Context: an optimization exercise on an open-source flow, tuned for small area. The choices shown serve that exercise and are no tape-out recipe. At most, simulation tests tie the RTL to the original design; equivalence was not proved. For run 2, only the layout was checked, not whether the RTL still works. The flow treats the clock pin as an ideal source, which a real chip does not have. Power figures rest on the tool's default switching activity, not on a simulated workload.

File: flow/constraint.sdc
create_clock -name core_clock -period 10.0 [get_ports {clk}]
set_input_delay 2.0000 -clock core_clock [delete_from_list [all_inputs] [get_ports {clk}]]
set_output_delay 2.0000 -clock core_clock [all_outputs]
set_load 0.01 [all_outputs]
File: flow/config.mk
export PLATFORM = sky130hd
export DESIGN_NAME = mem_ram
export DESIGN_NICKNAME = mem_ram
export VERILOG_FILES = /design/flow/design.v
export SDC_FILE = /design/flow/constraint.sdc
export NUM_CORES = 4
export LEC_CHECK = 0
export CAP_MARGIN = 0
export CORE_MARGIN = 2
export CORE_UTILIZATION = 40
export GPL_TIMING_DRIVEN = 0
export SLEW_MARGIN = 0
export SYNTH_HIERARCHICAL = 1
export SYNTH_MINIMUM_KEEP_SIZE = 0
File: flow/flow/post_cts.tcl
# After CTS: every leaf clock buffer (clkbuf_4) whose estimated worst slew at the register
# clock pins it drives is over 105 ps becomes a clkbuf_8; then the placement is legalized again.
set db [ord::get_db]
set block [ord::get_db_block]
set m8 [$db findMaster sky130_fd_sc_hd__clkbuf_8]
estimate_parasitics -placement
set count 0
foreach inst [$block getInsts] {
  if { [[$inst getMaster] getName] ne "sky130_fd_sc_hd__clkbuf_4" } { continue }
  set net [[$inst findITerm X] getNet]
  if { $net eq "NULL" || [$net getSigType] ne "CLOCK" } { continue }
  set worst 0
  foreach it [$net getITerms] {
    if { [$it isOutputSignal] } { continue }
    set s [get_property [get_pins "[[$it getInst] getName]/[[$it getMTerm] getName]"] slew_max]
    if { $s > $worst } { set worst $s }
  }
  if { $worst > 0.105 } {
    $inst swapMaster $m8
    incr count
  }
}
puts "post_cts: $count leaf clock buffers resized to clkbuf_8"
detailed_placement
check_placement -verbose
estimate_parasitics -placement
File: flow/design.v
module mem_ram (input clk, wren,
  input [3:0] d11, d12, d13, d14, d15, d16, d17, d18,
  input [3:0] d21, d22, d23, d24, d25, d26, d27, d28,
  input [3:0] d31, d32, d33, d34, d35, d36, d37, d38,
  input [3:0] d41, d42, d43, d44, d45, d46, d47, d48,
  input [3:0] r1, r2, r3, r4,
  output [11:0] w_sum11, w_sum12, w_sum13, w_sum14,
  output [11:0] w_sum15, w_sum16, w_sum17, w_sum18);
  reg [31:0] mem [3:0];  
  wire wren_n = ~wren;
  wire [31:0] nxt [3:0];
  mem_hold u_h0 (.en(wren), .en_n(wren_n), .d({d11, d12, d13, d14, d15, d16, d17, d18}), .q(mem[0]), .y(nxt[0]));
  mem_hold u_h1 (.en(wren), .en_n(wren_n), .d({d21, d22, d23, d24, d25, d26, d27, d28}), .q(mem[1]), .y(nxt[1]));
  mem_hold u_h2 (.en(wren), .en_n(wren_n), .d({d31, d32, d33, d34, d35, d36, d37, d38}), .q(mem[2]), .y(nxt[2]));
  mem_hold u_h3 (.en(wren), .en_n(wren_n), .d({d41, d42, d43, d44, d45, d46, d47, d48}), .q(mem[3]), .y(nxt[3]));
  always @(posedge clk) begin
    mem[0] <= nxt[0];
    mem[1] <= nxt[1];
    mem[2] <= nxt[2];
    mem[3] <= nxt[3];
  end
  wire [3:0] e1_a = r1 & ~r2;
  wire [3:0] e2_a = ~r1 & r2;
  wire [3:0] e3_a = r1 & r2;
  wire [3:0] e1_b = r3 & ~r4;
  wire [3:0] e2_b = ~r3 & r4;
  wire [3:0] e3_b = r3 & r4;
  wire [9:0] y [0:7];
  genvar c;
  generate
    for (c = 0; c < 8; c = c + 1) begin : g_col
      mem_col u_col (.w1(mem[0][31-4*c -: 4]), .w2(mem[1][31-4*c -: 4]),
                     .w3(mem[2][31-4*c -: 4]), .w4(mem[3][31-4*c -: 4]),
                     .e1_a(e1_a), .e2_a(e2_a), .e3_a(e3_a),
                     .e1_b(e1_b), .e2_b(e2_b), .e3_b(e3_b), .y(y[c]));
    end
  endgenerate
  assign w_sum11 = {2'b00, y[0]};
  assign w_sum12 = {2'b00, y[1]};
  assign w_sum13 = {2'b00, y[2]};
  assign w_sum14 = {2'b00, y[3]};
  assign w_sum15 = {2'b00, y[4]};
  assign w_sum16 = {2'b00, y[5]};
  assign w_sum17 = {2'b00, y[6]};
  assign w_sum18 = {2'b00, y[7]};
endmodule
module mem_col (input [3:0] w1, w2, w3, w4,
                input [3:0] e1_a, e2_a, e3_a, e1_b, e2_b, e3_b,
                output [9:0] y);
  wire s1, c2;
  mem_ha u3 (.a(w1[0]), .b(w2[0]), .s(s1), .co(c2));
  wire s4, c5;
  mem_fa u6 (.a(w1[1]), .b(w2[1]), .c(c2), .s(s4), .co(c5));
  wire s7, c8;
  mem_fa u9 (.a(w1[2]), .b(w2[2]), .c(c5), .s(s7), .co(c8));
  wire s10, c11;
  mem_fa u12 (.a(w1[3]), .b(w2[3]), .c(c8), .s(s10), .co(c11));
  wire s13, c14;
  mem_ha u15 (.a(w3[0]), .b(w4[0]), .s(s13), .co(c14));
  wire s16, c17;
  mem_fa u18 (.a(w3[1]), .b(w4[1]), .c(c14), .s(s16), .co(c17));
  wire s19, c20;
  mem_fa u21 (.a(w3[2]), .b(w4[2]), .c(c17), .s(s19), .co(c20));
  wire s22, c23;
  mem_fa u24 (.a(w3[3]), .b(w4[3]), .c(c20), .s(s22), .co(c23));
  wire p25;
  mem_selinv u26 (.e1(e1_a[0]), .e2(e2_a[0]), .e3(e3_a[0]), .w1(w1[0]), .w2(w2[0]), .s(s1), .x(p25));
  wire p27;
  mem_selinv u28 (.e1(e1_a[0]), .e2(e2_a[0]), .e3(e3_a[0]), .w1(w1[1]), .w2(w2[1]), .s(s4), .x(p27));
  wire p29;
  mem_selinv u30 (.e1(e1_a[0]), .e2(e2_a[0]), .e3(e3_a[0]), .w1(w1[2]), .w2(w2[2]), .s(s7), .x(p29));
  wire p31;
  mem_selinv u32 (.e1(e1_a[0]), .e2(e2_a[0]), .e3(e3_a[0]), .w1(w1[3]), .w2(w2[3]), .s(s10), .x(p31));
  wire p33;
  assign p33 = ~(e3_a[0] & c11);
  wire p34;
  mem_selinv u35 (.e1(e1_b[0]), .e2(e2_b[0]), .e3(e3_b[0]), .w1(w3[0]), .w2(w4[0]), .s(s13), .x(p34));
  wire p36;
  mem_selinv u37 (.e1(e1_b[0]), .e2(e2_b[0]), .e3(e3_b[0]), .w1(w3[1]), .w2(w4[1]), .s(s16), .x(p36));
  wire p38;
  mem_selinv u39 (.e1(e1_b[0]), .e2(e2_b[0]), .e3(e3_b[0]), .w1(w3[2]), .w2(w4[2]), .s(s19), .x(p38));
  wire p40;
  mem_selinv u41 (.e1(e1_b[0]), .e2(e2_b[0]), .e3(e3_b[0]), .w1(w3[3]), .w2(w4[3]), .s(s22), .x(p40));
  wire p42;
  assign p42 = ~(e3_b[0] & c23);
  wire p43;
  mem_selinv u44 (.e1(e1_a[1]), .e2(e2_a[1]), .e3(e3_a[1]), .w1(w1[0]), .w2(w2[0]), .s(s1), .x(p43));
  wire p45;
  mem_selinv u46 (.e1(e1_a[1]), .e2(e2_a[1]), .e3(e3_a[1]), .w1(w1[1]), .w2(w2[1]), .s(s4), .x(p45));
  wire p47;
  mem_selinv u48 (.e1(e1_a[1]), .e2(e2_a[1]), .e3(e3_a[1]), .w1(w1[2]), .w2(w2[2]), .s(s7), .x(p47));
  wire p49;
  mem_selinv u50 (.e1(e1_a[1]), .e2(e2_a[1]), .e3(e3_a[1]), .w1(w1[3]), .w2(w2[3]), .s(s10), .x(p49));
  wire p51;
  assign p51 = ~(e3_a[1] & c11);
  wire p52;
  mem_selinv u53 (.e1(e1_b[1]), .e2(e2_b[1]), .e3(e3_b[1]), .w1(w3[0]), .w2(w4[0]), .s(s13), .x(p52));
  wire p54;
  mem_selinv u55 (.e1(e1_b[1]), .e2(e2_b[1]), .e3(e3_b[1]), .w1(w3[1]), .w2(w4[1]), .s(s16), .x(p54));
  wire p56;
  mem_selinv u57 (.e1(e1_b[1]), .e2(e2_b[1]), .e3(e3_b[1]), .w1(w3[2]), .w2(w4[2]), .s(s19), .x(p56));
  wire p58;
  mem_selinv u59 (.e1(e1_b[1]), .e2(e2_b[1]), .e3(e3_b[1]), .w1(w3[3]), .w2(w4[3]), .s(s22), .x(p58));
  wire p60;
  assign p60 = ~(e3_b[1] & c23);
  wire p61;
  mem_selinv u62 (.e1(e1_a[2]), .e2(e2_a[2]), .e3(e3_a[2]), .w1(w1[0]), .w2(w2[0]), .s(s1), .x(p61));
  wire p63;
  mem_selinv u64 (.e1(e1_a[2]), .e2(e2_a[2]), .e3(e3_a[2]), .w1(w1[1]), .w2(w2[1]), .s(s4), .x(p63));
  wire p65;
  mem_selinv u66 (.e1(e1_a[2]), .e2(e2_a[2]), .e3(e3_a[2]), .w1(w1[2]), .w2(w2[2]), .s(s7), .x(p65));
  wire p67;
  mem_selinv u68 (.e1(e1_a[2]), .e2(e2_a[2]), .e3(e3_a[2]), .w1(w1[3]), .w2(w2[3]), .s(s10), .x(p67));
  wire p69;
  assign p69 = ~(e3_a[2] & c11);
  wire p70;
  mem_selinv u71 (.e1(e1_b[2]), .e2(e2_b[2]), .e3(e3_b[2]), .w1(w3[0]), .w2(w4[0]), .s(s13), .x(p70));
  wire p72;
  mem_selinv u73 (.e1(e1_b[2]), .e2(e2_b[2]), .e3(e3_b[2]), .w1(w3[1]), .w2(w4[1]), .s(s16), .x(p72));
  wire p74;
  mem_selinv u75 (.e1(e1_b[2]), .e2(e2_b[2]), .e3(e3_b[2]), .w1(w3[2]), .w2(w4[2]), .s(s19), .x(p74));
  wire p76;
  mem_selinv u77 (.e1(e1_b[2]), .e2(e2_b[2]), .e3(e3_b[2]), .w1(w3[3]), .w2(w4[3]), .s(s22), .x(p76));
  wire p78;
  assign p78 = ~(e3_b[2] & c23);
  wire p79;
  mem_selinv u80 (.e1(e1_a[3]), .e2(e2_a[3]), .e3(e3_a[3]), .w1(w1[0]), .w2(w2[0]), .s(s1), .x(p79));
  wire p81;
  mem_selinv u82 (.e1(e1_a[3]), .e2(e2_a[3]), .e3(e3_a[3]), .w1(w1[1]), .w2(w2[1]), .s(s4), .x(p81));
  wire p83;
  mem_selinv u84 (.e1(e1_a[3]), .e2(e2_a[3]), .e3(e3_a[3]), .w1(w1[2]), .w2(w2[2]), .s(s7), .x(p83));
  wire p85;
  mem_selinv u86 (.e1(e1_a[3]), .e2(e2_a[3]), .e3(e3_a[3]), .w1(w1[3]), .w2(w2[3]), .s(s10), .x(p85));
  wire p87;
  assign p87 = ~(e3_a[3] & c11);
  wire p88;
  mem_selinv u89 (.e1(e1_b[3]), .e2(e2_b[3]), .e3(e3_b[3]), .w1(w3[0]), .w2(w4[0]), .s(s13), .x(p88));
  wire p90;
  mem_selinv u91 (.e1(e1_b[3]), .e2(e2_b[3]), .e3(e3_b[3]), .w1(w3[1]), .w2(w4[1]), .s(s16), .x(p90));
  wire p92;
  mem_selinv u93 (.e1(e1_b[3]), .e2(e2_b[3]), .e3(e3_b[3]), .w1(w3[2]), .w2(w4[2]), .s(s19), .x(p92));
  wire p94;
  mem_selinv u95 (.e1(e1_b[3]), .e2(e2_b[3]), .e3(e3_b[3]), .w1(w3[3]), .w2(w4[3]), .s(s22), .x(p94));
  wire p96;
  assign p96 = ~(e3_b[3] & c23);
  wire s97, c98;
  assign s97 = p25 ^ p34;
  mem_or u99 (.a(p25), .b(p34), .y(c98));
  wire s100, c101;
  mem_fa u102 (.a(p27), .b(p36), .c(p43), .s(s100), .co(c101));
  wire s103, c104;
  mem_fa u105 (.a(p52), .b(c98), .c(s100), .s(s103), .co(c104));
  wire s106, c107;
  mem_fa u108 (.a(p29), .b(p38), .c(p45), .s(s106), .co(c107));
  wire s109, c110;
  mem_fa u111 (.a(p54), .b(p61), .c(p70), .s(s109), .co(c110));
  wire s112, c113;
  mem_fa u114 (.a(c101), .b(s106), .c(s109), .s(s112), .co(c113));
  wire s115, c116;
  assign s115 = c104 ^ s112;
  mem_or u117 (.a(c104), .b(s112), .y(c116));
  wire s118, c119;
  mem_fa u120 (.a(p31), .b(p40), .c(p47), .s(s118), .co(c119));
  wire s121, c122;
  mem_fa u123 (.a(p56), .b(p63), .c(p72), .s(s121), .co(c122));
  wire s124, c125;
  mem_fa u126 (.a(p79), .b(p88), .c(c107), .s(s124), .co(c125));
  wire s127, c128;
  mem_fa u129 (.a(c110), .b(s118), .c(s121), .s(s127), .co(c128));
  wire s130, c131;
  mem_fa u132 (.a(c113), .b(s124), .c(s127), .s(s130), .co(c131));
  wire s133, c134;
  assign s133 = c116 ^ s130;
  mem_or u135 (.a(c116), .b(s130), .y(c134));
  wire s136, c137;
  mem_fa u138 (.a(p33), .b(p42), .c(p49), .s(s136), .co(c137));
  wire s139, c140;
  mem_fa u141 (.a(p58), .b(p65), .c(p74), .s(s139), .co(c140));
  wire s142, c143;
  mem_fa u144 (.a(p81), .b(p90), .c(c119), .s(s142), .co(c143));
  wire s145, c146;
  mem_fa u147 (.a(c122), .b(s136), .c(s139), .s(s145), .co(c146));
  wire s148, c149;
  mem_fa u150 (.a(c125), .b(c128), .c(s142), .s(s148), .co(c149));
  wire s151, c152;
  mem_fa u153 (.a(s145), .b(c131), .c(s148), .s(s151), .co(c152));
  wire s154, c155;
  assign s154 = c134 ^ s151;
  mem_or u156 (.a(c134), .b(s151), .y(c155));
  wire s157, c158;
  mem_fa u159 (.a(p51), .b(p60), .c(p67), .s(s157), .co(c158));
  wire s160, c161;
  mem_fa u162 (.a(p76), .b(p83), .c(p92), .s(s160), .co(c161));
  wire s163, c164;
  mem_fa u165 (.a(c137), .b(c140), .c(s157), .s(s163), .co(c164));
  wire s166, c167;
  mem_fa u168 (.a(s160), .b(c143), .c(c146), .s(s166), .co(c167));
  wire s169, c170;
  mem_fa u171 (.a(s163), .b(c149), .c(s166), .s(s169), .co(c170));
  wire s172, c173;
  mem_fa u174 (.a(c152), .b(s169), .c(c155), .s(s172), .co(c173));
  wire s175, c176;
  mem_fa u177 (.a(p69), .b(p78), .c(p85), .s(s175), .co(c176));
  wire s178, c179;
  mem_fa u180 (.a(p94), .b(c158), .c(c161), .s(s178), .co(c179));
  wire s181, c182;
  mem_fa u183 (.a(s175), .b(c164), .c(s178), .s(s181), .co(c182));
  wire s184, c185;
  mem_fa u186 (.a(c167), .b(s181), .c(c170), .s(s184), .co(c185));
  wire s187, c188;
  assign s187 = s184 ^ c173;
  mem_or u189 (.a(s184), .b(c173), .y(c188));
  wire s190, c191;
  mem_fa u192 (.a(p87), .b(p96), .c(c176), .s(s190), .co(c191));
  wire s193, c194;
  mem_fa u195 (.a(c179), .b(s190), .c(c182), .s(s193), .co(c194));
  wire s196, c197;
  mem_fa u198 (.a(s193), .b(c185), .c(c188), .s(s196), .co(c197));
  wire s199, c200;
  mem_fa u201 (.a(c191), .b(c194), .c(c197), .s(s199), .co(c200));
  assign y[0] = s97;
  assign y[1] = ~s103;
  assign y[2] = s115;
  assign y[3] = s133;
  assign y[4] = s154;
  assign y[5] = ~s172;
  assign y[6] = s187;
  assign y[7] = ~s196;
  assign y[8] = ~s199;
  assign y[9] = ~c200;
endmodule
module mem_hold (input en, en_n, input [31:0] d, q, output [31:0] y);
  assign y = ({32{en}} & d) | ({32{en_n}} & q);
endmodule
module mem_fa (input a, b, c, output s, co);
  assign s = a ^ b ^ c;
  assign co = (a & b) | (a & c) | (b & c);
endmodule
module mem_ha (input a, b, output s, co);
  assign s = a ^ b;
  assign co = a & b;
endmodule
module mem_xnor (input a, b, output y);
  assign y = ~(a ^ b);
endmodule
module mem_xor (input a, b, output y);
  assign y = a ^ b;
endmodule
module mem_or (input a, b, output y);
  assign y = a | b;
endmodule
module mem_selinv (input e1, e2, e3, w1, w2, s, output x);
  assign x = ~((e1 & w1) | (e2 & w2) | (e3 & s));
endmodule
module mem_seltrue (input e1, e2, e3, w1, w2, s, output x);
  assign x = (e1 & w1) | (e2 & w2) | (e3 & s);
endmodule
File: flow/flow/run.sh
#!/bin/bash
# Standard ORFS layout (the standard.sh) with these changes: the port buffers are the
# smallest buffer; the buffers that synthesis left are removed at floorplan; one tie cell
# drives all constant outputs; CTS adds no dummy load cells and uses clkbuf_4 leaves, of
# which those whose estimated slew at the registers is over 105 ps are made clkbuf_8 (flow/post_cts.tcl).
set -euo pipefail
here=$(pwd)
bash standard.sh BUFFER_PORTS_ARGS="-buffer_cell sky130_fd_sc_hd__buf_1" REMOVE_ABC_BUFFERS=1 \
  SKIP_REPAIR_TIE_FANOUT=1 \
  CTS_ARGS="-sink_clustering_enable -repair_clock_nets -dont_use_dummy_load -buf_list sky130_fd_sc_hd__clkbuf_4 -root_buf sky130_fd_sc_hd__clkbuf_8" \
  POST_CTS_TCL="$here/flow/post_cts.tcl" \
  finish > standard.log 2>&1
File: flow/standard.sh
#!/bin/bash
# synth_recipe.tcl (not shown) runs the flow's synth.tcl, then flattens the netlist and writes it again
# the make line also repeats each setting of config.mk as NAME=value (left out here)
make -C /OpenROAD-flow-scripts/flow DESIGN_CONFIG=/design/flow/config.mk WORK_HOME=/design/flow/orfs CLKGATE_MAP_FILE= SYNTH_SCRIPT=/design/flow/synth_recipe.tcl "${@:-finish}"
==> results by group, run 1 <==
Global route
  – Largest net degree at the start of global routing: 74
  – Global-route congestion overflow total: 0
  – Number of global-route vias before repair: 12,100
  – Total global routing track utilization: 25.1%
  – Antenna violations before repair: 1
  – Wire length of the first global-routing pass: 69.3 mm

Routing
  – Total via count in the routed design: 11,700
  – Post-detailed-route DRC marker count: 0
  – Antenna-violating nets left: 0
  – Mean routed wirelength per cell: 26.3 um
  – Vias per cell: 6.76
  – Post-detailed-routing wire length: 45.5 mm
  – Number of design-rule violations left by the first detailed-router iteration: 2,964
  – First-pass iteration count of the detailed router: 15

Final layout
  – Fraction of layout cells with a size suffix above 1: 4.25%
  – Largest regs: mem (128)
  – Largest Register: mem
  – Total of fill cells in the finished design: 3,292
  – Non-filler instance count after layout: 1,727
  – Utilization after layout: 43.6%
  – Most frequent cells in the layout: fa_1, a222oi_1, buf_1
  – Most frequent standard cell in the layout excluding fill and tap cells: fa_1
  – Number of nets at the end of the flow: 1,723
  – Max FFs per register: 128
  – Area added between synthesis and finish: 7.00%

Clocking
  – TritonCTS sink count: 128
  – Source-to-sink clock delay at the later pin of the worst-skew pair: 470 ps
  – CTS clock-pin slew for the worst setup and hold paths: 80 ps
  – TritonCTS clock tree: yes

Worst hold path
  – Class of the tightest hold or removal check: reg2reg

Synthesis
  – Adder and majority gate portion of the synthesized area: 42.3%
  – Cell Area, Synth: 14,100 um^2
  – Synthesized-area fraction occupied by xor and xnor cells: 2.48%
  – Number of unique standard cell types used by synthesis: 15
  – Sequential-to-total area share from yosys stat: 18.2%
  – Synthesized area divided by synthesized cell count: 12.8 um^2
  – Gate count after technology mapping: 1,106
  – Main combinational cell family by area after synthesis: adder cells
  – Post-Synth Simple-Gate Area: 4.89%
  – Multiplexer share of the synthesized area: 0%
  – Fraction of the mapped netlist area in compound gates: 26.2%
  – Number of synthesized register bits: 128
  – Synth warn: 9

Power
  – Pwr Total: 4.15 mW
  – Largest voltage drop on the vdd net: 0.345 mV
  – Pwr/cell area: 275 nW/um^2
  – Leakage component of the power: 4.87 nW

Floorplanning
  – Width of the chip: 192 um
  – Core Rows: 68
  – I/O Pins: 242
  – Area of the die: 36,800 um^2
  – Die height: 192 um
  – Core Footprint: 34,600 um^2
  – Effective utilization at floorplan: 40.8%

Worst setup path
  – Cell with the most instances on the worst path: fa_1
  – Worst-path cell with the longest stage delay: and2_2
  – Type of the worst setup path: in2out
  – Req. time, crit path: 8000 ps
  – Startpoint type of the worst setup path: input port
  – Endpoint type of the worst setup path: output port
  – Data arrival time at the worst-slack endpoint: 7430 ps
  – Highest cell delay on the worst timing path: 970 ps
  – Worst-path fanout max: 40
  – Cell breakdown of the critical path: buf_1 > and2_2 > a222oi_1 > fa_1 > fa_1 > fa_1 > fa_1 > or2_1 > fa_1 > or2_1 > fa_1 > fa_1 > inv_1 > buf_1

Timing
  – Final critical path time including I/O delays and setup: 9430 ps
  – Worst Max-Slew Pin Slew: 1230 ps
  – Ratio of final minimum period to clock period: 94.3%
  – Final Hold Fails: 0
  – RSZ-0062 raised after global routing: false
  – Final setup violation count: 0
  – Layout Skew: 0 ps
  – Maximum achievable frequency: 106 MHz
  – Slew headroom: 17.9%
  – Number of slew-limit violations in the final report: 0

Placed design
  – Post-detail-place hpwl: 29.6 mm
  – Placer Congestion: 0.840
  – Post-Place Cells: 1,709
  – IO Port Bufs: 225

Status
  – Status: finished clean

Job
  – Max Cap Violations: 0
[Yosys stat by module (local to each module, per instance)]
module,area [um^2],flip-flops and latches,cells inside
mem_col,130,0,23
mem_selinv,10.0,0,1
mem_fa,20.0,0,1
mem_ram,2890,128,170
mem_ha,12.5,0,1
mem_or,6.26,0,1
mem_hold,350,0,38
[critical path: cells and delay by family]
family / cells / cell delay, ps
buffers and inverters: 3 / 410
AOI/OAI and AO/OA: 1 / 300
adders and majority gates: 7 / 3180
and+or+nand+nor: 3 / 1520
[cells in the mapped netlist, drive strengths merged]
master,count,area share [%]
fa,288,41
a222oi,256,18
a22o,128,8.0
dfxtp,128,18
buf,80,4.9
nand2,64,1.7
inv,41,1.1
or2,40,1.8
xor2,40,2.5
and2b,16,0.99
ha,16,1.4
and2,8,0.43
conb,1,0.027
[final timing paths]
check,depth (start not counted),from,slack (ps),to
setup / recovery,14,r3[0],570,w_sum12[8]
hold / removal,1,mem[2][0],590,mem[2][0]
setup reg to reg,1,mem[0][30],9250,mem[0][30]
hold reg to reg,1,mem[2][0],590,mem[2][0]
[kinds of logic after synthesis]
logic type      count (synthesis)
compound gates                384
fa+ha+maj                     304
simple gates                  128
flops                         128
buf+inv                       121
xor+xnor                       40
other cells                     1
[per-stage QoR]
step	setup WS [ps]	setup TNS (ps)	area [um^2]	hold WS [ps]
2_1_floorplan	1570	0	13400	529
3_3_place_gp	-3120	-391980	14800	559
3_5_place_dp	623	0	14900	569
5_1_grt	378	0	15100	610
6_report	570	0	15100	594
[layout make-up]
cell class,count,area [um^2],share of cell area (%)
diodes,1,2.50,0.0166
clock buffers,17,190,1.26
inverters,41,156,1.04
multi-input cells,857,10700,70.9
flip-flops and latches,128,2560,17.0
well taps,455,569,3.77
repair buffers,228,913,6.05
[report_power, final]
group | total [mW] | switching (mW) | internal (mW)
Clock | 0.324 | 0.204 | 0.121
Sequential | 0.650 | 0.0922 | 0.558
Combinational | 3.17 | 1.84 | 1.33
Total | 4.15 | 2.14 | 2.01
[layer usage]
layer  vias up  share of wire [%]  routed length (um)  GRT usage, %
li1       4853                  -                   -             -
met4         0                2.5                1150          8.20
met5         -                  0                   0             0
met3        82                 12                5470          5.96
met2       882                 47               21200          39.6
met1      5862                 39               17700          33.9
==> run 2, diff against run 1 <==
--- a/flow/design.v
+++ b/flow/design.v
@@ -11,6 +11,15 @@
   wire [31:0] nxt [3:0];
-  mem_hold u_h0 (.en(wren), .en_n(wren_n), .d({d11, d12, d13, d14, d15, d16, d17, d18}), .q(mem[0]), .y(nxt[0]));
-  mem_hold u_h1 (.en(wren), .en_n(wren_n), .d({d21, d22, d23, d24, d25, d26, d27, d28}), .q(mem[1]), .y(nxt[1]));
-  mem_hold u_h2 (.en(wren), .en_n(wren_n), .d({d31, d32, d33, d34, d35, d36, d37, d38}), .q(mem[2]), .y(nxt[2]));
-  mem_hold u_h3 (.en(wren), .en_n(wren_n), .d({d41, d42, d43, d44, d45, d46, d47, d48}), .q(mem[3]), .y(nxt[3]));
+  wire [31:0] din [3:0];
+  assign din[0] = {d11, d12, d13, d14, d15, d16, d17, d18};
+  assign din[1] = {d21, d22, d23, d24, d25, d26, d27, d28};
+  assign din[2] = {d31, d32, d33, d34, d35, d36, d37, d38};
+  assign din[3] = {d41, d42, d43, d44, d45, d46, d47, d48};
+  genvar hr, hb;
+  generate
+    for (hr = 0; hr < 4; hr = hr + 1) begin : g_hrow
+      for (hb = 0; hb < 32; hb = hb + 1) begin : g_hbit
+        mem_hold u_h (.en(wren), .en_n(wren_n), .d(din[hr][hb]), .q(mem[hr][hb]), .y(nxt[hr][hb]));
+      end
+    end
+  endgenerate
   always @(posedge clk) begin
@@ -21,8 +30,10 @@
   end
-  wire [3:0] e1_a = r1 & ~r2;
-  wire [3:0] e2_a = ~r1 & r2;
-  wire [3:0] e3_a = r1 & r2;
-  wire [3:0] e1_b = r3 & ~r4;
-  wire [3:0] e2_b = ~r3 & r4;
-  wire [3:0] e3_b = r3 & r4;
+  wire [3:0] e1_a, e2_a, e3_a, e1_b, e2_b, e3_b;
+  genvar dj;
+  generate
+    for (dj = 0; dj < 4; dj = dj + 1) begin : g_dec
+      mem_dec u_da (.a(r1[dj]), .b(r2[dj]), .e1(e1_a[dj]), .e2(e2_a[dj]), .e3(e3_a[dj]));
+      mem_dec u_db (.a(r3[dj]), .b(r4[dj]), .e1(e1_b[dj]), .e2(e2_b[dj]), .e3(e3_b[dj]));
+    end
+  endgenerate
   wire [9:0] y [0:7];
@@ -231,4 +242,9 @@
 endmodule
-module mem_hold (input en, en_n, input [31:0] d, q, output [31:0] y);
-  assign y = ({32{en}} & d) | ({32{en_n}} & q);
+module mem_hold (input en, en_n, d, q, output y);
+  assign y = (en & d) | (en_n & q);
+endmodule
+module mem_dec (input a, b, output e1, e2, e3);
+  assign e1 = a & ~b;
+  assign e2 = ~a & b;
+  assign e3 = a & b;
 endmodule
==> run 2 against run 1 <==
Compared with the run above:
- die area shrank 2.1%
- worst setup slack lost 32 ps
- first-iteration DRC count shrank 1.7%
- critical path depth is the same
- sequential share of layout area shrank 0.14 points
- clock power shrank 3%
- clock skew is the same
- synthesized cell count shrank 2.2%
- fmax shrank 0.34%
- critical path type unchanged
- largest cell class unchanged
- largest power group unchanged
==> results by group, run 2 <==
Placed design
  – Placed Instance Area: 15,000 um^2 (+0.89%)
  – Post-detail-place hpwl: 30.0 mm (+1.6%)
  – IO Port Bufs: 225 (unchanged)
  – Placer Congestion: 0.846 (+0.70%)

Power
  – Logic pwr share: 76.7% (+0.2 points)
  – Pwr/cell area: 273 nW/um^2 (-0.62%)
  – Net switching component of the power: 2.14 mW (+0.25%)
  – Largest voltage drop on the vdd net: 0.319 mV (-7.4%)
  – Register share of total power: 15.7% (about the same)
  – Power share of the clock group: 7.6% (-0.2 points)
  – Internal power: 2.02 mW (+0.13%)
  – Leakage component of the power: 4.92 nW (+1.2%)
  – Net switching share of the total power: 51.5% (about the same)
  – Pwr Total: 4.16 mW (+0.19%)

Final layout
  – Max FFs per register: 128 (unchanged)
  – Largest regs: mem (128)
  – Area added between synthesis and finish: 10.2%
  – Final non-filler cell area: 15,200 um^2 (+0.82%)
  – Utilization after layout: 44.4% (+0.79 points)
  – Most frequent cells in the layout: fa_1, a222oi_1, buf_1
  – Total of fill cells in the finished design: 3,264 (-0.85%)
  – Area of the multi-input gates: 10,700 um^2 (+0.28%)
  – Number of nets at the end of the flow: 1,727 (+0.23%)
  – Register cell area after layout: 2560 um^2 (unchanged)
  – Largest Register: mem
  – Antenna Cells: 0 (-1)
  – Most frequent standard cell in the layout excluding fill and tap cells: fa_1
  – Fraction of layout cells with a size suffix above 1: 3.92% (-0.33 points)

Floorplanning
  – Core Footprint: 34,300 um^2 (-0.98%)
  – Width of the chip: 190 um (-1.0%)
  – I/O Pins: 242 (unchanged)
  – Die height: 190 um (-1.0%)
  – Area of the die: 36,000 um^2 (-2.1%)
  – Effective utilization at floorplan: 40.3% (-0.47 points)
  – Core Rows: 68 (unchanged)

Global route
  – Global-route congestion overflow total: 0 (unchanged)
  – Antenna violations before repair: 2 (+1)
  – Total global routing track utilization: 25.2% (+0.15 points)
  – Largest net degree at the start of global routing: 88 (+19%)
  – Wire length of the first global-routing pass: 69.3 mm (about the same)
  – Number of global-route vias before repair: 12,100 (+0.21%)

Worst hold path
  – Source of the worst hold timing path: mem[2][28]
  – Class of the tightest hold or removal check: reg2reg

Worst setup path
  – Worst-path cell with the longest stage delay: and2_2
  – Crit-path leading delay family: adder cells
  – Highest cell delay on the worst timing path: 980 ps (about the same)
  – Cell with the most instances on the worst path: fa_1
  – Req. time, crit path: 8000 ps (about the same)
  – Cell breakdown of the critical path: buf_1 > and2_2 > a222oi_1 > fa_1 > fa_1 > fa_1 > fa_1 > or2_1 > fa_1 > or2_1 > fa_1 > fa_1 > inv_1 > buf_1
  – Worst-path fanout max: 40 (unchanged)
  – Startpoint type of the worst setup path: input port
  – Type of the worst setup path: in2out
  – Reg-to-Reg Start: mem[2][13]
  – Endpoint type of the worst setup path: output port
  – Data arrival time at the worst-slack endpoint: 7460 ps (+30 ps)
  – Launch point of the critical path: r4[0]
  – Buffer and inverter count on the worst path: 3 (unchanged)

Routing
  – Antenna-violating nets left: 0 (unchanged)
  – Mean routed wirelength per cell: 25.9 um (-1.5%)
  – Vias per cell: 6.80 (+0.60%)
  – First-pass iteration count of the detailed router: 15 (unchanged)
  – Total via count in the routed design: 11,800 (+0.77%)
  – Post-detailed-routing wire length: 44.9 mm (-1.3%)
  – Number of design-rule violations left by the first detailed-router iteration: 2,914 (-1.7%)
  – Post-detailed-route DRC marker count: 0 (unchanged)

Clocking
  – Source-to-sink clock delay at the later pin of the worst-skew pair: 450 ps (-20 ps)
  – TritonCTS sink count: 128 (unchanged)
  – TritonCTS clock tree: yes
  – CTS clock-pin slew for the worst setup and hold paths: 80 ps (about the same)

Synthesis
  – Synthesized-area fraction occupied by xor and xnor cells: 2.54% (+0.054 points)
  – Post-Synth Simple-Gate Area: 4.86% (-0.039 points)
  – Proportion of synthesized flip-flops having asynchronous set or reset: 0% (unchanged)
  – Top-area cell type share of the netlist area: 41.7% (+0.89 points)
  – Multiplexer share of the synthesized area: 0% (unchanged)
  – Number of synthesized register bits: 128 (unchanged)
  – Cell Area, Synth: 13,800 um^2 (-2.1%)
  – Top cells by count, synth: fa_1, a222oi_1, a22o_1, dfxtp_1, nand2_1
  – Dominant cell type by area after synthesis: fa_1
  – Synthesized area divided by synthesized cell count: 12.8 um^2 (about the same)
  – Largest cells by area after synthesis: fa_1, a222oi_1, dfxtp_1
  – Main combinational cell family by area after synthesis: adder cells
  – Most used flip-flop cell after synthesis: dfxtp_1
  – Number of unique standard cell types used by synthesis: 14 (-1)
  – Fraction of the mapped netlist area in compound gates: 26.7% (+0.50 points)
  – Sequential-to-total area share from yosys stat: 18.6% (+0.39 points)
  – Post-synth EDFFs: 0 (unchanged)
  – Gate count after technology mapping: 1,082 (-2.2%)
  – Synth warn: 9 (unchanged)
  – Adder and majority gate portion of the synthesized area: 43.2% (+0.92 points)
  – Dominant cell by count in the synthesized netlist: fa_1

Timing
  – Layout Skew: 0 ps (unchanged)
  – Worst Max-Slew Pin Slew: 1230 ps (-3.14 ps)
  – Ratio of final minimum period to clock period: 94.6% (+0.32 points)
  – Final Hold Fails: 0 (unchanged)
  – WHS: 598 ps (+3.92 ps)
  – RSZ-0062 raised after global routing: false
  – Final critical path time including I/O delays and setup: 9460 ps (+32.0 ps)
  – Slew headroom: 18.1% (+0.21 points)
  – Number of slew-limit violations in the final report: 0 (unchanged)
  – Maximum achievable frequency: 106 MHz (-0.34%)
  – Final setup violation count: 0 (unchanged)

Job
  – Max Cap Violations: 0 (unchanged)

Status
  – Status: finished clean
==> run 2: changes by cell type in the layout (fill, tap and decap cells not counted), sizes merged <==
cell,delta
diode,-1
and2b,-8
buf,+4
nor2b,+8
==> run 2: power by group through the flow <==
| stage | sequential [mW] | combinational, mW | clock, mW |
|---|---|---|---|
| finish | 0.652 | 3.19 | 0.315 |
| global route | 0.663 | 3.60 | 0.345 |
| detailed placement | 0.662 | 3.24 | 0 |
| global placement | 0.658 | 3.19 | 0 |
| floorplan | 0.634 | 2.18 | 0 |
==> run 2: layer usage <==
layer,vias to the layer above,global-route usage (%),share of wire (%)
li1,4861,-,-
met5,-,0,0.022
met3,85,5.04,14
met4,2,7.66,2.1
met1,5866,34.6,37
met2,955,40.5,47
==> run 2: kinds of logic (layout without fill, tap and decap cells) <==
kind of cell / after synthesis / after routing
xor gates and xnor gates: 40 / 40
adders and majority gates: 304 / 304
DFF: 128 / 128
and+or+nand+nor: 128 / 128
buffers and inverters: 97 / 290
AOI/OAI and AO/OA: 384 / 384
other: 1 / 1
==> run 2: path summary, 6_finish.rpt <==
check | cells after the start | slack, ps | end
max | 14 | 540 | w_sum16[8]
min reg2reg | 1 | 600 | mem[2][28]
min | 1 | 600 | mem[2][28]
max reg2reg | 1 | 9260 | mem[2][13]
==> run 2: layout make-up <==
class	instances	area share, %
multi-input cells	857	70.5
flip-flops and latches	128	16.8
repair buffers	232	6.67
well taps	455	3.74
clock buffers	17	1.21
inverters	41	1.03
==> run 2: through the flow <==
step	setup WS, ps	setup TNS [ps]	cells
global route	367	0	1730
detailed placement	591	0	1713
finish	538	0	1730
global placement	-3140	-423760	1706
floorplan	908	0	1026
==> run 2: Yosys stat by module, one instance, submodules excluded <==
module | times used | cell area, um^2
mem_fa | 288 | 20.0
mem_or | 40 | 6.26
mem_ha | 16 | 12.5
mem_selinv | 256 | 10.0
mem_hold | 128 | 8.76
mem_col | 8 | 130
mem_dec | 8 | 22.5
mem_ram | 1 | 2690

==> what the ideal ports hide <==
The results above use ideal ports. As a check the final layouts listed here were re-extracted and re-timed, cells and wires unchanged.
Step 1 assumes that a clkbuf_16 drives the clock port and a buf_2 every other input.
Step 2 also shifts input and output timing later by t, the mid clock arrival at the registers, as if the neighbouring blocks saw the same clock.
Three values: no drivers, after step 1, after step 2; two values: the first two.
run	t (ns)	setup slack, ns	pins driven straight from the clock port
run 1	0.516	0.570 / 0.546 / 0.546	1
run 2	0.495	0.538 / 0.457 / 0.457	1
After both steps every run listed still meets setup and hold. For run 2, which loses most, drivers alone change the setup slack by -0.081 ns; drivers and shift together by -0.081 ns.
